Background: an optimization exercise with open tools, aiming at small area, a short achievable clock period and few clock cycles per item. Do not read the settings as production practice.
Only simulation tests tie the RTL to the original design; equivalence was not proved.
Power figures rest on the tool's default switching activity, not on a simulated workload.

==> run P: inputs <==
==> flow/design.v (excerpt) <==
module floating_carpma #(
	parameter N_BIT 		= 64,
	parameter EXPONENT 		= 11,
	parameter FRACTION      = 52,
	parameter DURUM_UST_BIT = 105,
	parameter BIAS 			= 1023,
	parameter CSW           = 408   
	)
    (
	input 		clk,
	input 		rst,
	input 		start,
	input 		[N_BIT-1:0] carpan,
	input 		[N_BIT-1:0] carpilan,
	output 		[N_BIT-1:0] sonuc,
	output 		ready,
	output 		done
    );
Settings: LEC_CHECK=0, CAP_MARGIN=20, CORE_MARGIN=2, CORE_UTILIZATION=40, SLEW_MARGIN=20; clock period 6.0 ns.
run.sh (not shown) runs the stock make flow with config.mk's settings and CLKGATE_MAP_FILE= SYNTH_SCRIPT=/design/flow/synth_recipe.tcl, a recipe that flattens the netlist after the stock synthesis.
==> run H (differences from run P) <==
--- a/flow/config.mk
+++ b/flow/config.mk
@@ -5,7 +5,9 @@
 export SDC_FILE = /design/flow/constraint.sdc
 export NUM_CORES = 4
 export LEC_CHECK = 0
+export ABC_CLOCK_PERIOD_IN_PS = 3000
 export CAP_MARGIN = 20
 export CORE_MARGIN = 2
-export CORE_UTILIZATION = 40
+export CORE_UTILIZATION = 55
+export SETUP_SLACK_MARGIN = 2.5
 export SLEW_MARGIN = 20
==> impl_metrics.toml <==
[sta]
worst_pin_slew_ns = 1.25

[power_and_ir_drop]
ir_drop_v = 0.000760
design_power_total_uw = 75700

[critical_path]
critPathSlowestCell = "nor4_1"

[floorplan]
die_width_microns = 522

[grt]
grt_antenna_before_repair = 46

[outcome]
status = "finished clean"
-- figures above: run P

==> impl_metrics.toml <==
[outcome]
status = "stopped before the end"
tool.error = "[ERROR GRT-0116] Global routing finished with congestion. Check the congestion regions in the DRC Viewer."
stop_stage = "global routing"

[clock_tree]
cts-resized-gates = 2403

[floorplan]
die_width_microns = 446
io_pins = 197

[yosys]
yosysTopAreaCell = "fa_1"
synthMuxAreaShare = 0.00661

[placed_design]
placed_cells = 16200
-- figures above: run H

Testbench counts of run P, summed over its fixed seeds: cycles 3,216, ops 3,200.
Testbench counts of run H, summed over its fixed seeds: cycles 3,216, ops 3,200.

---

==> job 970 <==
Another version of the RTL of floating_carpma (not shown whole).
// floating_carpma
module floating_carpma #(
	parameter N_BIT 		= 64,
	parameter EXPONENT 		= 11,
	parameter FRACTION      = 52,
	parameter DURUM_UST_BIT = 105,
	parameter BIAS 			= 1023,
	parameter CS1W          = 588,   
	parameter UPW           = 108
	)
    (
	input 		clk,
	input 		rst,
	input 		start,
	input 		[N_BIT-1:0] carpan,
	input 		[N_BIT-1:0] carpilan,
	output 		[N_BIT-1:0] sonuc,
	output 		ready,
	output 		done
    );
Settings: LEC_CHECK=0, ABC_CLOCK_PERIOD_IN_PS=3000, CAP_MARGIN=20, CORE_MARGIN=2, CORE_UTILIZATION=45, SETUP_SLACK_MARGIN=3.0, SLEW_MARGIN=20, SYNTH_HIERARCHICAL=1, SYNTH_MINIMUM_KEEP_SIZE=0; clock period 6.0 ns.
==> job 9030 (differences from job 970) <==
- ABC_CLOCK_PERIOD_IN_PS: 3000 -> unset
- SETUP_SLACK_MARGIN: 3.0 -> 2.5
==> comparison table <==
Status: job 9030 finished clean; job 970 finished clean
Length of routed met2 wiring: job 9030 126000 um; job 970 144000 um
Power Dens Cells: job 9030 616 mW/mm2; job 970 555 mW/mm2
Global placer's final weighted congestion: job 9030 0.985; job 970 0.971
Power Sequential: job 9030 11.2 mW; job 970 11.0 mW
Final Routed Wirelength: job 9030 304000 um; job 970 371000 um
Worst ir drop on vdd: job 9030 0.978 mV; job 970 0.572 mV
End point of the most critical hold path: job 9030 inf2_r$_DFF_P_; job 970 nan2_r$_DFF_P_
P_sw: job 9030 25.3 mW; job 970 27.1 mW
Number of clock buffers in the layout: job 9030 136; job 970 147
Post-synthesis to final-layout area growth: job 9030 5.78%; job 970 25.8%
Setup fix buffers added after clock tree synthesis: job 9030 40; job 970 412
Non-clock buffer area fraction after layout: job 9030 5.42%; job 970 12.7%
Internal power component: job 9030 29.3 mW; job 970 31.4 mW
Multi-input combinational cell area: job 9030 0.0568 mm2; job 970 0.0651 mm2
Testbench counts of job 970, summed over its fixed seeds: cycles 3,224, ops 3,200.
Testbench counts of job 9030, summed over its fixed seeds: cycles 3,224, ops 3,200.

---

==> v32 <==
floating_carpma, a different RTL version from the one above (not shown whole).
Settings: LEC_CHECK=0, CAP_MARGIN=20, CORE_MARGIN=2, CORE_UTILIZATION=45, CTS_BUF_LIST=sky130_fd_sc_hd__clkbuf_4 sky130_fd_sc_hd__clkbuf_2, SETUP_SLACK_MARGIN=3.0, SLEW_MARGIN=20, SYNTH_HIERARCHICAL=1, SYNTH_MINIMUM_KEEP_SIZE=0; clock period 6.0 ns.
==> v12 (differences from v32) <==
CTS_BUF_LIST = sky130_fd_sc_hd__clkbuf_8 sky130_fd_sc_hd__clkbuf_4   (was sky130_fd_sc_hd__clkbuf_4 sky130_fd_sc_hd__clkbuf_2)
SETUP_SLACK_MARGIN = 2.7   (was 3.0)
==> key figures <==
Status
  – Outcome: no timing/DRC/antenna violations

Power and ir drop
  – Flop pwr share: 25.9%

Detailed routing
  – Wire length per cell: 32.2 um
  – Detailed Route WL: 315 mm

Global route
  – Met3 usage in global routing: 11.5%

Finish
  – Filler cells: 17500
That was v12.
==> key figures <==
Status
  – Outcome: no timing/DRC/antenna violations

Power and ir drop
  – Flop pwr share: 25.4%

Detailed routing
  – Wire length per cell: 33.5 um
  – Detailed Route WL: 339 mm

Global route
  – Top Usage Layer GRT: met2
  – Met3 usage in global routing: 15.6%

Finish
  – Filler cells: 17200
That was v32.
Testbench counts of v32, summed over its fixed seeds: cycles 3,232, ops 3,200.
Testbench counts of v12, summed over its fixed seeds: cycles 3,232, ops 3,200.

---

==> pepper: inputs <==
floating_carpma again, from the RTL that the note above started with.
Settings: LEC_CHECK=0, CAP_MARGIN=20, CORE_MARGIN=2, CORE_UTILIZATION=45, CTS_BUF_LIST=sky130_fd_sc_hd__clkbuf_8 sky130_fd_sc_hd__clkbuf_4, SETUP_SLACK_MARGIN=3.0, SLEW_MARGIN=20, SYNTH_HIERARCHICAL=1, SYNTH_MINIMUM_KEEP_SIZE=0; clock period 6.0 ns.
==> fjord: changes against pepper <==
- PLACE_DENSITY: default -> 0.75
==> run summary <==
most frequent cells in the layout 1457 x o22ai_1, 1302 x fa_1, 1277 x xnor2_1, 920 x dfxtp_1, 243 x a21o_1; #MultiIn Comb 5253; fraction of area in registers a little under a quarter; status no timing/DRC/antenna violations
-- figures above: fjord

==> run summary <==
H-tree depth 4; fraction of area in registers a little under a quarter; Sequential Power Share 24.9%; Final GP Congestion approximately 1.0; #MultiIn Comb roughly 5300; status no timing/DRC/antenna violations; largest registers cs1_r: 530 flops, cs2_r: 206 flops, sonuc_: 64 flops
-- figures above: pepper

Testbench counts of pepper, summed over its fixed seeds: cycles 3,232, ops 3,200.
Testbench counts of fjord, summed over its fixed seeds: cycles 3,232, ops 3,200.

==> static timing again, ports no longer ideal <==
The flow's constraints put no driver on any port. The routed layouts listed below were extracted and timed again, unchanged, in two steps.
Step 1 (the two cells are an assumption about what drives the block):
set clk [get_ports {clk}]
set_driving_cell -lib_cell sky130_fd_sc_hd__clkbuf_16 $clk
set_driving_cell -lib_cell sky130_fd_sc_hd__buf_2 [delete_from_list [all_inputs] $clk]
Step 2 times the ports against the registers' clock, not the clock port: input delays grow and output delays shrink by t, the midpoint of the rising clock arrivals with the driver on.
a / b / c = no drivers / after step 1 / after step 2; a / b = the first two.
run	shift t [ns]	setup slack, ns	latest minus earliest clock arrival (ns)	pins driven straight from the clock port
run P	0.835	0.544 / 0.544 / 0.544	0.093 / 0.093	1
job 970	0.879	2.256 / 2.256 / 2.198	0.084 / 0.084	1
job 9030	0.880	2.170 / 2.170 / 1.751	0.090 / 0.090	1
v32	1.519	2.895 / 2.856 / 2.280	0.196 / 0.196	1
v12	1.075	2.700 / 2.700 / 2.177	0.090 / 0.089	1
pepper	1.107	2.902 / 2.902 / 2.286	0.120 / 0.121	1
fjord	1.101	2.872 / 2.872 / 2.298	0.105 / 0.105	1
After both steps every run listed still meets setup and hold. The setup slack of pepper, which loses most, moves by 0.000 ns with the drivers and by -0.616 ns with both steps.
